Context: an optimization exercise on an open-source flow, tuned for small area, a short achievable clock period and few clock cycles per item. The choices shown serve that exercise and are no tape-out recipe. The RTL was checked by simulation tests, not by an equivalence proof against the original design. Power is estimated from default activity; no workload was simulated.

==> flow/design.v (outline; a module is shown in full before it is edited, if it fits) <==
// module IOTDF: 553 lines
// module F_Function: 91 lines
// module Sub_Key: 26 lines
// module CRC_Gen: 7 lines
module IOTDF( clk, rst, in_en, iot_in, fn_sel, busy, valid, iot_out);
  // ...
==> flow/run.sh <==
#!/bin/bash
# synth_recipe.tcl (not shown) runs the flow's synth.tcl, then flattens the netlist and writes it again
# the make line also repeats each setting of config.mk as NAME=value (left out here)
make -C /OpenROAD-flow-scripts/flow DESIGN_CONFIG=/design/flow/config.mk WORK_HOME=/design/flow/orfs CLKGATE_MAP_FILE= SYNTH_SCRIPT=/design/flow/synth_recipe.tcl finish
==> flow/config.mk <==
export PLATFORM = sky130hd
export DESIGN_NAME = IOTDF
export DESIGN_NICKNAME = IOTDF
export VERILOG_FILES = /design/flow/design.v
export SDC_FILE = /design/flow/constraint.sdc
export NUM_CORES = 4
export LEC_CHECK = 0
export CAP_MARGIN = 20
export CORE_MARGIN = 2
export CORE_UTILIZATION = 60
export CTS_CLUSTER_DIAMETER = 100
export CTS_CLUSTER_SIZE = 20
export PLACE_DENSITY = 0.8
export SETUP_SLACK_MARGIN = 3.8
export SLEW_MARGIN = 20
export TNS_END_PERCENT = 0
==> flow/constraint.sdc <==
create_clock -name core_clock -period 6.0 [get_ports {clk}]
set_input_delay 1.2000 -clock core_clock [delete_from_list [all_inputs] [get_ports {clk}]]
set_output_delay 1.2000 -clock core_clock [all_outputs]
set_load 0.01 [all_outputs]
==> results.sh, run 1 <==
export IMPL_status="complete, no violations"
export IMPL_endpoint="C[14]"
export IMPL_maxPowerGroup="combinational logic"
export IMPL_r2r_end="C[14]"
export IMPL_wl_met1_mm=27.2
export IMPL_buffer_area_share_pct=9.74
export IMPL_grt_pass1_wl_mm=104
export IMPL_yosys_area_share_adder_pct=2.06
export IMPL_signal_buffers=337
export IMPL_setup_slack_ps=3560
export IMPL_cts_resized=940
export IMPL_clkPwrFrac_pct=13.9
export IMPL_cts_made_buffers=25
export IMPL_multi_input_area_share_pct=47.3
export IMPL_taps=448
export IMPL_ir_drop_mv=0.296
export IMPL_cp_top_family="compound AO/OA/AOI/OAI gates"
export IMPL_post_cts_buffers=121
export IMPL_area_growth_syn_to_layout_pct=23.3
export IMPL_largestRegisters="A x128, B x128, C x128"
export IMPL_critPathLaunch="B[37]"
export IMPL_tightest_slew_ps=887
export IMPL_grt_use_met3_pct=5.24
export IMPL_p_int_mw=6.84
export IMPL_drt_total_wl_mm=70.1
export IMPL_startpoint_type="flip-flop"
export IMPL_largest_class="multi-input combinational cells"
export IMPL_yosysWarnings=1
export IMPL_setup_viol=0
export IMPL_synthArstFlopShare_pct=4.66
export IMPL_leakage_nw=9.98
export IMPL_rrSetupSlack_ps=3560
export IMPL_synth_top_area_share_pct=40.4
export IMPL_dr_pass1_iters=15
export IMPL_synthFlopType="dfxtp_1"
export IMPL_slew_violations=0
export IMPL_path_class="reg -> reg"
export IMPL_design_area_sq_um=25000
export IMPL_inverters=92
Testbench counts, summed over its fixed seeds: cycles 41,936, items 1,792.
==> run 2, diff against run 1 <==
--- a/flow/config.mk
+++ b/flow/config.mk
@@ -7,10 +7,10 @@
 export LEC_CHECK = 0
 export CAP_MARGIN = 20
 export CORE_MARGIN = 2
-export CORE_UTILIZATION = 60
-export CTS_CLUSTER_DIAMETER = 100
-export CTS_CLUSTER_SIZE = 20
-export PLACE_DENSITY = 0.8
+export CORE_UTILIZATION = 50
+export CTS_CLUSTER_DIAMETER = 120
+export CTS_CLUSTER_SIZE = 25
+export PLACE_DENSITY = 0.7
 export SETUP_SLACK_MARGIN = 3.8
 export SLEW_MARGIN = 20
 export TNS_END_PERCENT = 0
==> run 2 against run 1 <==
Compared with the run above: still clean on timing, DRC and antenna; worst hold slack worse by 2.9 ps; die area up 20%; synthesized cell count unchanged; sequential cell count unchanged; core utilization down 12 points; total power down 1.8%; critical endpoint is now C[26]; highest routed layer unchanged.
==> results.sh, run 2 <==
export IMPL_r2r_end="C[26]"
export IMPL_multi_input_area_sq_um=11800
export IMPL_clk_pin_slew_ps=100
export IMPL_hold_path_depth=0
export IMPL_cts_max_level=1
export IMPL_synth_top_area_share_pct=40.4
export IMPL_cts_made_buffers=21
export IMPL_rows=73
export IMPL_ys_types=79
export IMPL_final_common_cell="dfxtp_1"
export IMPL_yosys_area_top_type="dfxtp_1"
export IMPL_largestRegisters="A x128, B x128, C x128"
export IMPL_io_pins=144
export IMPL_clkPwrFrac_pct=13.1
export IMPL_slew_violations=0
export IMPL_startpoint_type="flip-flop"
export IMPL_wl_per_cell_microns=24.6
export IMPL_rrSetupSlack_ps=3580
export IMPL_period_minus_slack_ps=2420
export IMPL_finalHoldViolCount=0
export IMPL_synth_seq_area_share_pct=42.9
export IMPL_power_switching_mw=5.37
export IMPL_n_fill_cell=3174
export IMPL_tritoncts="built"
export IMPL_ir_drop_mv=0.240
export IMPL_max_freq_mhz=413
export IMPL_rsz0062_at_grt="true"
export IMPL_cp_cell_sequence="xor2_4 > o22ai_1 > a211oi_1 > a311oi_1 > o211ai_1 > xor2_1 > o21ai_1"
export IMPL_critPathArrivalTime_ps=2840
export IMPL_hold_start="A[47]"
export IMPL_coreArea_sq_um=39900
export IMPL_total_power_mw=12.1
export IMPL_antennaDiodeCount=0
export IMPL_skew_ps=35.1
export IMPL_final_seq_area_sq_um=9190
export IMPL_dr_pass1_iters=9
export IMPL_ys_ff_latch=429
export IMPL_final_cell_mix="196 x dfxtp_1, 193 x a22oi_1, 181 x buf_4"
export IMPL_detail_route_iter0_violations=2728
export IMPL_die_x_microns=205
export IMPL_synthFlopType="dfxtp_1"
export IMPL_clk_path_buf_depth=3
export IMPL_postSynthAreaPerCell_sq_um=9.18
export IMPL_syn_area_sq_um=20300
export IMPL_io_buffers=142
export IMPL_synth_enable_flop_cells=0
export IMPL_worstPathRequired_ps=6420
export IMPL_clock_sinks=429
export IMPL_drt_total_wl_mm=70.8
export IMPL_cts_hold_buf=0
export IMPL_switching_share_pct=44.4
export IMPL_synthCells=2209
export IMPL_reg2reg_from="B[124]"
export IMPL_p_int_mw=6.71
export IMPL_setup_viol=0
export IMPL_fin_crit_sh_pct=40.4
export IMPL_p_comb_share_pct=53.8
export IMPL_crit_path_max_fanout=8
export IMPL_final_instance_count_excl_fill=2873
export IMPL_powerDensity_nw_per_um2=480
export IMPL_drive_above_1_share_pct=31.2
export IMPL_grt_pass1_wl_mm=104
export IMPL_min_to="A[39]"
export IMPL_crit_slowest_cell="o211ai_1"
export IMPL_leakage_nw=9.97
export IMPL_tightest_slew_ps=1170
export IMPL_start_util_pct=50.8
export IMPL_path_class="reg -> reg"
export IMPL_vias_per_cell=6.73
export IMPL_ys_top_cells_by_area="dfxtp_1 40%, a22oi_1 7.2%, a22o_1 4.5%"
export IMPL_synthArstFlopShare_pct=4.66
export IMPL_drv_cap=0
export IMPL_synth_fp_nets=2253
export IMPL_clk_latency_ps=580
export IMPL_synthTopCellsByCount="409 x dfxtp_1, 195 x a22oi_1, 117 x clkbuf_1"
export IMPL_hold_worst_slack_ps=351
export IMPL_gp_congestion=1.00
export IMPL_antenna_found_initial=1
export IMPL_synth_most_common_cell="dfxtp_1"
export IMPL_hpwlAfterDp_mm=45.4
export IMPL_num_nets_final=2388
export IMPL_drc=0
export IMPL_p_seq_share_pct=33.1
export IMPL_grt_pass1_vias=17300
export IMPL_worstRegToRegCells=7
export IMPL_dp_cells=2656
export IMPL_die_area_sq_um=42200
export IMPL_yosysWarnings=1
export IMPL_track_usage_pct=31.8
export IMPL_slowest_delay_ps=590
export IMPL_die_y_microns=205
export IMPL_vias=19300
export IMPL_tns_ps=0
export IMPL_area_growth_syn_to_layout_pct=24.2
export IMPL_root_buffer="clkbuf_16"
export IMPL_grt_max_degree=101
export IMPL_slew_limit_headroom_pct=21.8
export IMPL_status="complete, no violations"
export IMPL_grt_ovfl_total=0
export IMPL_endpoint_kind="flip-flop"
export IMPL_ant_nets=0
export IMPL_worstHoldPathType="reg -> reg"
run 2: logic make-up (layout without fill, tap and decap cells):
kind of cell	after synthesis	after routing	share of synthesized area, %
buffers and inverters	334	470	7.14
AOI/OAI and AO/OA	828	828	29.9
DFF	429	429	42.9
other	1	1	0.0185
adders and majority gates	34	34	2.06
and+or+nand+nor	407	407	9.31
muxes	7	7	0.346
xor gates and xnor gates	169	172	8.36
run 2: repair_timing:
action                                 in CTS  in global routing
endpoints found under the hold margin       0                  0
resized for setup                         939                 60
setup buffers                             122                 63
setup endpoints to repair                 247                213
pin swaps                                  42                 56
cloned                                      1                  4
run 2: stage by stage:
step	util (%)	setup WS [ps]	cell area, sq um
after floorplan	-	3480	20300
after global placement	53.8	2820	21500
after detailed placement	53.8	2800	21500
after CTS	61.0	3680	24400
after global routing	63.1	3510	25200
final	63.1	3580	25200
run 2: worst max-delay path by stage:
stage	from	slack, ps	cells after the start	to
6_report	B[124]	3580	7	C[26]
5_1_grt	B[85]	3510	9	C[26]
4_1_cts	C[125]	3680	1	iot_out[125]
3_5_place_dp	in_en	2800	9	sh1
3_3_place_gp	in_en	2820	9	sh1
2_1_floorplan	in_en	3480	8	sh1
run 2: cell type report:
cell class              instances  share of cell area [%]
flip-flops and latches        429                    36.5
repair buffers                351                    10.5
clock inverters                 4                   0.144
inverters                      92                    1.37
multi-input cells            1449                    46.7
clock buffers                  23                    2.12
well taps                     525                    2.61
run 2: critical path: cells and delay by family, from the launching register on:
family	cells	cell delay [ps]
flip-flops	1	570
XOR/XNOR	2	570
AO/OA/AOI/OAI	5	1130
run 2: layer usage:
metal,part of all wire [%],track usage [%]
met1,41,45.3
met5,0,0
met4,4.0,10.7
met2,45,49.3
met3,9.6,4.53
run 2: power by group through the flow:
stage	Clock, mW	Sequential (mW)	Combinational, mW
2_1_floorplan	0	3.39	4.20
3_3_place_gp	0	3.84	4.87
3_5_place_dp	0	3.85	4.94
4_1_cts	1.58	3.96	5.79
5_1_grt	1.69	4.03	6.95
6_report	1.58	3.99	6.50

==> separate check: timing with driven ports <==
The results above use ideal ports. As a check the final layouts listed here were re-extracted and re-timed, cells and wires unchanged.
Step 1 (the two cells are an assumption about what drives the block):
set clk [get_ports {clk}]
set_driving_cell -lib_cell sky130_fd_sc_hd__clkbuf_16 $clk
set_driving_cell -lib_cell sky130_fd_sc_hd__buf_2 [delete_from_list [all_inputs] $clk]
Step 2 times the ports against the registers' clock, not the clock port: input delays grow and output delays shrink by t, the midpoint of the rising clock arrivals with the driver on.
Slacks: ideal / step 1 / step 2; pairs: ideal / step 1.
run	shift t [ns]	slack for setup (ns)	cell pins on the clock port's net
run 1	0.625	3.564 / 3.564 / 3.102	1
run 2	0.613	3.576 / 3.576 / 3.107	1
After both steps setup and hold are still met in every run listed. The setup slack of run 2, which loses most, moves by 0.000 ns with the drivers and by -0.469 ns with both steps.
